What follows belongs to an exercise in optimizing a design on an open flow for small area; a production flow would make more cautious choices. The RTL was checked by simulation tests, not by an equivalence proof against the original design. The clock input has no modelled driver; a real chip could not lean on it and would need a root buffer or a full tree. Power is estimated from default activity; no workload was simulated.

==> flow/design.v <==
`timescale 1ns/1ps
`default_nettype none
module top (
  input  wire clk,
  input  wire rst,
  input  wire I1, I2, I3, I4, I5,
  output reg  led,
  output wire O1, O2,
  output reg  O3,
  output wire O4,
  output reg  O5
);
  reg le0n, le1;
  always @(posedge clk) begin
    le0n <= rst | ~I5;  le1 <= ~rst & ~le0n;
  end
  reg  st_q;
  wire st_m = ~I1 ^ st_q;
  reg  [8:0] st_c;
  wire st_c_t = ((st_c ^ 9'h1fd) & 9'h1fd) == 9'h0;
  always @(posedge clk)
    if (rst | ~st_m | st_c_t) st_c <= 9'h1f0;
    else st_c <= {~st_c[7:0], ~(st_c[8] ^ st_c[3])};
  wire st_f = st_m & st_c_t;
  wire st_r = st_f & ~st_q;    
  always @(posedge clk) st_q <= ~rst & (st_q ^ st_f);
  reg  sp_q;
  wire sp_m = ~I2 ^ sp_q;
  reg  [8:0] sp_c;
  wire sp_c_t = ((sp_c ^ 9'h1fd) & 9'h1fd) == 9'h0;
  always @(posedge clk)
    if (rst | ~sp_m | sp_c_t) sp_c <= 9'h1f0;
    else sp_c <= {~sp_c[7:0], ~(sp_c[8] ^ sp_c[3])};
  wire sp_f = sp_m & sp_c_t;
  wire sp_r = sp_f & ~sp_q;    
  always @(posedge clk) sp_q <= ~rst & (sp_q ^ sp_f);
  reg  rs_q;
  wire rs_m = ~I3 ^ rs_q;
  reg  [8:0] rs_c;
  wire rs_c_t = ((rs_c ^ 9'h1fd) & 9'h1fd) == 9'h0;
  always @(posedge clk)
    if (rst | ~rs_m | rs_c_t) rs_c <= 9'h1f0;
    else rs_c <= {~rs_c[7:0], ~(rs_c[8] ^ rs_c[3])};
  wire rs_f = rs_m & rs_c_t;
  wire rs_r = rs_f & ~rs_q;    
  always @(posedge clk) rs_q <= ~rst & (rs_q ^ rs_f);
  reg  [21:0] tm;
  wire [21:0] tx = tm ^ 22'h2aaaaa;    
  wire tz0 = ~|(tx & 22'h1572ab);
  wire tz  = tz0 & ~|(tx & 22'ha8d54);
  wire tmc = tz0 & (((tx ^ 22'h2a8d54) & 22'h2a8954) == 22'h0);
  wire T   = tmc & (tx[10] == I4);    
  wire tclr = rst | ~(s2m1 | s2m2) | T;
  always @(posedge clk)
    if (tclr) tm <= 22'h2046d7;
    else tm <= {~tm[20:0], ~(tm[21] ^ tm[20]) ^ tz};
  reg s3m1n, s3m2n, s2m1, s2m2, s1m1n, s1m2n, s0m1, s0m2;
  wire s3m1 = ~s3m1n, s3m2 = ~s3m2n;
  wire hold = ~rs_r & ~sp_r;
  always @(posedge clk) begin
    s3m1n <= rst | ~((~s3m1 & ~s3m2 & st_r & ~rs_r) | (s3m1 & hold & ~T) | (s3m2 & hold & T));
    s3m2n <= rst | ~((s3m1 & hold & T) | (s3m2 & hold & ~T));
    s2m1  <= ~rst & ~s3m1n;
    s2m2  <= ~rst & ~s3m2n;
    s1m1n <= rst | ~s2m1;
    s1m2n <= rst | ~s2m2;
    s0m1  <= ~rst & ~s1m1n;
    s0m2  <= ~rst & ~s1m2n;
  end
  assign O1 = s0m1;
  assign O2 = s0m2;
  assign O4 = s0m1 | s0m2;
  reg  [15:0] d3;
  wire d3_t = ((d3 ^ 16'hfb75) & 16'hff75) == 16'h0;
  always @(posedge clk)
    if (rst | ~O4 | d3_t) d3 <= 16'h68e8;
    else d3 <= {~d3[14:0], ~(d3[15] ^ d3[8])};
  always @(posedge clk) O3 <= ~rst & O4 & (O3 ^ d3_t);
  reg  [14:0] d5;
  wire d5_t = ((d5 ^ 15'h55ff) & 15'h55ff) == 15'h0;
  always @(posedge clk)
    if (rst | d5_t) d5 <= 15'h362f;
    else d5 <= {~d5[13:0], d5[14] ^ d5[0]};
  always @(posedge clk) O5 <= ~rst & (O5 ^ d5_t);
  reg  [15:0] dl;
  wire dl_t = ((dl ^ 16'hfb75) & 16'hff75) == 16'h0;
  always @(posedge clk)
    if (rst | ~le1 | dl_t) dl <= 16'h68e8;
    else dl <= {~dl[14:0], ~(dl[15] ^ dl[8])};
  always @(posedge clk) led <= ~rst & le1 & (led ^ dl_t);
endmodule
`default_nettype wire
clock: 10.0 ns
lec_check: 0
cap_margin: 20
core_margin: 2
core_utilization: 70
slew_margin: 20
standard.sh (not shown) runs the stock make flow with config.mk's settings and CLKGATE_MAP_FILE= SYNTH_SCRIPT=/design/flow/synth_recipe.tcl, a recipe that flattens the netlist after the stock synthesis.
==> flow/flow/run.sh <==
#!/bin/bash
# The standard layout (standard.sh) with these changes:
#  - synthesis: synth_recipe.tcl unchanged, except that its one ABC mapping of
#    the combinational logic runs flow/area.abc (area-oriented mapping, no
#    buffering or upsizing) instead of ORFS's abc_speed.script; registers are
#    mapped exactly as in the standard synthesis;
#  - ports are buffered with buf_1;
#  - the clock tree is built by flow/cts.tcl (one root buffer, one leaf
#    buffer per group of flip-flops) in place of TritonCTS.
# Each tool's output goes to a log file in this folder (and ORFS's own logs
# under orfs/logs).
set -euo pipefail
W=$PWD
export AREA_ABC_SCRIPT=$W/flow/area.abc
{
  cat <<'TCL'
proc abc {args} {
  set i [lsearch -exact $args -script]
  if {$i >= 0} { lset args [expr {$i + 1}] $::env(AREA_ABC_SCRIPT) }
  puts "area abc: $args"
  yosys abc {*}$args
}
TCL
  cat synth_recipe.tcl
} > synth_recipe_area.tcl
sed 's#/synth_recipe\.tcl #/synth_recipe_area.tcl #' standard.sh > standard_area.sh
grep -q synth_recipe_area.tcl standard_area.sh
export BUFFER_PORTS_ARGS="-buffer_cell sky130_fd_sc_hd__buf_1"
bash standard_area.sh place > standard_place.log 2>&1
R=$W/orfs/results/$FLOW_PLATFORM/top/base
RESULTS_DIR=$R PLATFORM_DIR=$FLOW_HOME/platforms/$FLOW_PLATFORM CLK_PORT=clk \
  CLK_GX=3 CLK_GY=2 CLK_ROOT=sky130_fd_sc_hd__clkbuf_2 CLK_LEAF=sky130_fd_sc_hd__clkbuf_8 \
  openroad -no_init -exit $W/flow/cts.tcl > cts.log 2>&1
cp $R/4_1_cts.odb $R/4_cts.odb
bash standard_area.sh finish > standard_finish.log 2>&1
Other scripts of this flow, unchanged in this note and not shown: flow/flow/area.abc, flow/flow/cts.tcl
Then changed:
--- a/flow/design.v
+++ b/flow/design.v
@@ -45,16 +45,16 @@
   wire rs_r = rs_f & ~rs_q;    
   always @(posedge clk) rs_q <= ~rst & (rs_q ^ rs_f);
   reg  [21:0] tm;
   wire [21:0] tx = tm ^ 22'h2aaaaa;    
-  wire tz0 = ~|(tx & 22'h1572ab);
+  wire tz0 = ~|(tx & 22'h572ab);
   wire tz  = tz0 & ~|(tx & 22'ha8d54);
-  wire tmc = tz0 & (((tx ^ 22'h2a8d54) & 22'h2a8954) == 22'h0);
+  wire tmc = tz0 & (((tx ^ 22'h2a8d54) & 22'h3a8954) == 22'h0);
   wire T   = tmc & (tx[10] == I4);    
   wire tclr = rst | ~(s2m1 | s2m2) | T;
   always @(posedge clk)
     if (tclr) tm <= 22'h2046d7;
-    else tm <= {~tm[20:0], ~(tm[21] ^ tm[20]) ^ tz};
+    else tm <= {~tm[20:0], ~(tm[21] ^ (tm[20] | tz))};
   reg s3m1n, s3m2n, s2m1, s2m2, s1m1n, s1m2n, s0m1, s0m2;
   wire s3m1 = ~s3m1n, s3m2 = ~s3m2n;
   wire hold = ~rs_r & ~sp_r;
   always @(posedge clk) begin
Outcome: Power is about the same; global-route usage is higher by 0.43 points; combinational power stays flat; sequential power hardly moves; first-iteration DRC count is higher by a little under a tenth; cell area barely changes.
No run of this note takes its clock network from TritonCTS; it comes from the design's own scripts or RTL.

* * *

## main
RTL: one of the versions met above, not the one the previous note started from.
For scale: roughly 110 flip-flops.
==> module top, before the edit <==
module top (
  input  wire clk,
  input  wire rst,
  input  wire I1, I2, I3, I4, I5,
  output reg  led,
  output wire O1, O2,
  output reg  O3,
  output wire O4,
  output reg  O5
);
  reg le0n, le1;
  always @(posedge clk) begin
    le0n <= rst | ~I5;  le1 <= ~rst & ~le0n;
  end
  reg  st_q;
  wire st_m = ~I1 ^ st_q;
  reg  [8:0] st_c;
  wire st_c_t = ((st_c ^ 9'h1fd) & 9'h1fd) == 9'h0;
  always @(posedge clk)
    if (rst | ~st_m | st_c_t) st_c <= 9'h1f0;
    else st_c <= {~st_c[7:0], ~(st_c[8] ^ st_c[3])};
  wire st_f = st_m & st_c_t;
  wire st_r = st_f & ~st_q;    
  always @(posedge clk) st_q <= ~rst & (st_q ^ st_f);
  reg  sp_q;
  wire sp_m = ~I2 ^ sp_q;
  reg  [8:0] sp_c;
  wire sp_c_t = ((sp_c ^ 9'h1fd) & 9'h1fd) == 9'h0;
  always @(posedge clk)
    if (rst | ~sp_m | sp_c_t) sp_c <= 9'h1f0;
    else sp_c <= {~sp_c[7:0], ~(sp_c[8] ^ sp_c[3])};
  wire sp_f = sp_m & sp_c_t;
  wire sp_r = sp_f & ~sp_q;    
  always @(posedge clk) sp_q <= ~rst & (sp_q ^ sp_f);
  reg  rs_q;
  wire rs_m = ~I3 ^ rs_q;
  reg  [8:0] rs_c;
  wire rs_c_t = ((rs_c ^ 9'h1fd) & 9'h1fd) == 9'h0;
  always @(posedge clk)
    if (rst | ~rs_m | rs_c_t) rs_c <= 9'h1f0;
    else rs_c <= {~rs_c[7:0], ~(rs_c[8] ^ rs_c[3])};
  wire rs_f = rs_m & rs_c_t;
  wire rs_r = rs_f & ~rs_q;    
  always @(posedge clk) rs_q <= ~rst & (rs_q ^ rs_f);
  reg  [21:0] tm;
  wire [21:0] tx = tm ^ 22'h2aaaaa;    
  wire tz0 = ~|(tx & 22'h572ab);
  wire tz  = tz0 & ~|(tx & 22'ha8d54);
  wire tmc = tz0 & (((tx ^ 22'h2a8d54) & 22'h3a8954) == 22'h0);
  wire T   = tmc & (tx[10] == I4);    
  wire tclr = rst | ~(s2m1 | s2m2) | T;
  always @(posedge clk)
    if (tclr) tm <= 22'h2046d7;
    else tm <= {~tm[20:0], ~(tm[21] ^ (tm[20] | tz))};
  reg s3m1n, s3m2n, s2m1, s2m2, s1m1n, s1m2n, s0m1, s0m2;
  wire s3m1 = ~s3m1n, s3m2 = ~s3m2n;
  wire hold = ~rs_r & ~sp_r;
  always @(posedge clk) begin
    s3m1n <= rst | ~((~s3m1 & ~s3m2 & st_r & ~rs_r) | (s3m1 & hold & ~T) | (s3m2 & hold & T));
    s3m2n <= rst | ~((s3m1 & hold & T) | (s3m2 & hold & ~T));
    s2m1  <= ~rst & ~s3m1n;
    s2m2  <= ~rst & ~s3m2n;
    s1m1n <= rst | ~s2m1;
    s1m2n <= rst | ~s2m2;
    s0m1  <= ~rst & ~s1m1n;
    s0m2  <= ~rst & ~s1m2n;
  end
  assign O1 = s0m1;
  assign O2 = s0m2;
  assign O4 = s0m1 | s0m2;
  reg  [15:0] d3;
  wire d3_t = ((d3 ^ 16'hfb75) & 16'hff75) == 16'h0;
  always @(posedge clk)
    if (rst | ~O4 | d3_t) d3 <= 16'h68e8;
    else d3 <= {~d3[14:0], ~(d3[15] ^ d3[8])};
  always @(posedge clk) O3 <= ~rst & O4 & (O3 ^ d3_t);
  reg  [14:0] d5;
  wire d5_t = ((d5 ^ 15'h55ff) & 15'h55ff) == 15'h0;
  always @(posedge clk)
    if (rst | d5_t) d5 <= 15'h362f;
    else d5 <= {~d5[13:0], d5[14] ^ d5[0]};
  always @(posedge clk) O5 <= ~rst & (O5 ^ d5_t);
  reg  [15:0] dl;
  wire dl_t = ((dl ^ 16'hfb75) & 16'hff75) == 16'h0;
  always @(posedge clk)
    if (rst | ~le1 | dl_t) dl <= 16'h68e8;
    else dl <= {~dl[14:0], ~(dl[15] ^ dl[8])};
  always @(posedge clk) led <= ~rst & le1 & (led ^ dl_t);
endmodule
Settings: LEC_CHECK=0, CAP_MARGIN=20, CORE_MARGIN=2, CORE_UTILIZATION=70, SLEW_MARGIN=20; clock period 10.0 ns.
==> flow/flow/run.sh <==
#!/bin/bash
# The standard layout (standard.sh) with these changes:
#  - synthesis: synth_recipe.tcl unchanged, except that its one ABC mapping of
#    the combinational logic runs flow/area.abc (area-oriented mapping, no
#    buffering or upsizing) instead of ORFS's abc_speed.script; registers are
#    mapped exactly as in the standard synthesis;
#  - ports are buffered with buf_1;
#  - the clock tree is built by flow/cts.tcl (one root buffer, one leaf
#    buffer per group of flip-flops) in place of TritonCTS.
# Each tool's output goes to a log file in this folder (and ORFS's own logs
# under orfs/logs).
set -euo pipefail
W=$PWD
export AREA_ABC_SCRIPT=$W/flow/area.abc
{
  cat <<'TCL'
proc abc {args} {
  set i [lsearch -exact $args -script]
  if {$i >= 0} { lset args [expr {$i + 1}] $::env(AREA_ABC_SCRIPT) }
  puts "area abc: $args"
  yosys abc {*}$args
}
TCL
  cat synth_recipe.tcl
} > synth_recipe_area.tcl
sed 's#/synth_recipe\.tcl #/synth_recipe_area.tcl #' standard.sh > standard_area.sh
grep -q synth_recipe_area.tcl standard_area.sh
export BUFFER_PORTS_ARGS="-buffer_cell sky130_fd_sc_hd__buf_1"
bash standard_area.sh place > standard_place.log 2>&1
R=$W/orfs/results/$FLOW_PLATFORM/top/base
RESULTS_DIR=$R PLATFORM_DIR=$FLOW_HOME/platforms/$FLOW_PLATFORM CLK_PORT=clk \
  CLK_GX=5 CLK_GY=2 CLK_ROOT=sky130_fd_sc_hd__clkbuf_2 CLK_LEAF=sky130_fd_sc_hd__clkbuf_4 \
  openroad -no_init -exit $W/flow/cts.tcl > cts.log 2>&1
cp $R/4_1_cts.odb $R/4_cts.odb
bash standard_area.sh finish > standard_finish.log 2>&1
Other scripts of this flow, unchanged in this note and not shown: flow/flow/area.abc, flow/flow/cts.tcl
#### Input delta (the feature branch over main)
--- a/flow/design.v
+++ b/flow/design.v
@@ -48,30 +48,30 @@
   wire [21:0] tx = tm ^ 22'h2aaaaa;    
   wire tz0 = ~|(tx & 22'h572ab);
   wire tz  = tz0 & ~|(tx & 22'ha8d54);
   wire tmc = tz0 & (((tx ^ 22'h2a8d54) & 22'h3a8954) == 22'h0);
   wire T   = tmc & (tx[10] == I4);    
-  wire tclr = rst | ~(s2m1 | s2m2) | T;
+  wire tclr = rst | ~s2a | T;
   always @(posedge clk)
     if (tclr) tm <= 22'h2046d7;
     else tm <= {~tm[20:0], ~(tm[21] ^ (tm[20] | tz))};
-  reg s3m1n, s3m2n, s2m1, s2m2, s1m1n, s1m2n, s0m1, s0m2;
-  wire s3m1 = ~s3m1n, s3m2 = ~s3m2n;
+  reg s3an, s3wn, s2a, s2w, s1an, s1wn, s0a, s0w;
+  wire s3a = ~s3an, s3w = ~s3wn;
   wire hold = ~rs_r & ~sp_r;
   always @(posedge clk) begin
-    s3m1n <= rst | ~((~s3m1 & ~s3m2 & st_r & ~rs_r) | (s3m1 & hold & ~T) | (s3m2 & hold & T));
-    s3m2n <= rst | ~((s3m1 & hold & T) | (s3m2 & hold & ~T));
-    s2m1  <= ~rst & ~s3m1n;
-    s2m2  <= ~rst & ~s3m2n;
-    s1m1n <= rst | ~s2m1;
-    s1m2n <= rst | ~s2m2;
-    s0m1  <= ~rst & ~s1m1n;
-    s0m2  <= ~rst & ~s1m2n;
+    s3an <= rst | ~(~rs_r & (s3a ? ~sp_r : st_r));
+    s3wn <= rst | ~(s3a & hold & (s3w ^ T));
+    s2a  <= ~rst & ~s3an;
+    s2w  <= ~rst & ~s3wn;
+    s1an <= rst | ~s2a;
+    s1wn <= rst | ~s2w;
+    s0a  <= ~rst & ~s1an;
+    s0w  <= ~rst & ~s1wn;
   end
-  assign O1 = s0m1;
-  assign O2 = s0m2;
-  assign O4 = s0m1 | s0m2;
+  assign O1 = s0a & ~s0w;
+  assign O2 = s0w;
+  assign O4 = s0a;
   reg  [15:0] d3;
   wire d3_t = ((d3 ^ 16'hfb75) & 16'hff75) == 16'h0;
   always @(posedge clk)
     if (rst | ~O4 | d3_t) d3 <= 16'h68e8;
     else d3 <= {~d3[14:0], ~(d3[15] ^ d3[8])};
Results
Height of the die (the feature branch over main): decrease, about 0.4%. Measured against each other, the feature branch and main differ in power share of the sequential group, the lower figure coming from main. Relative slew slack ends up lower on main. The feature branch and main ended up with roughly the same area growth from synthesis to final layout. When the feature branch is set beside main, its maximum frequency turns out to be about 0.32% larger. Number of design-rule violations left by the first detailed-router iteration in the feature branch vs main: down 45. Relative to main, die area decreased by 0.81% in the feature branch. Worst path setup slack after routing ends up lower on main. Routed wire length is higher on main.
In every run of this note, the design's own scripts or RTL, not TritonCTS, make the clock network.

==> re-timing with driven ports <==
The flow's constraints put no driver on any port. The routed layouts listed below were extracted and timed again, unchanged, in two steps. Step 1, drivers: a clkbuf_16 drives clk and a buf_2 each remaining input, both assumed. Step 2 moves the port delays by t, midway between the first and last clock arrival at a register: inputs arrive t later, outputs are due t later. That takes back most of the time a late clock gives input paths. a / b / c = ideal ports / drivers / drivers and shift; a / b = the first two.
run	t (ns)	setup WS [ns]	latest minus earliest clock arrival (ns)	slew at the worst register clock pin (ns)	cell pins on the clock port's net
the first run of note 1	0.500	6.793 / 6.769 / 6.480	0.008 / 0.007	0.11 / 0.11	1
the second run of note 1	0.512	6.831 / 6.806 / 6.572	0.012 / 0.012	0.11 / 0.11	1
main	0.530	6.814 / 6.789 / 6.571	0.014 / 0.014	0.11 / 0.11	1
the feature branch	0.524	6.824 / 6.799 / 6.759	0.012 / 0.013	0.11 / 0.11	1
After both steps every run listed still meets setup and hold. For the first run of note 1, which loses most, drivers alone change the setup slack by -0.024 ns; drivers and shift together by -0.313 ns.
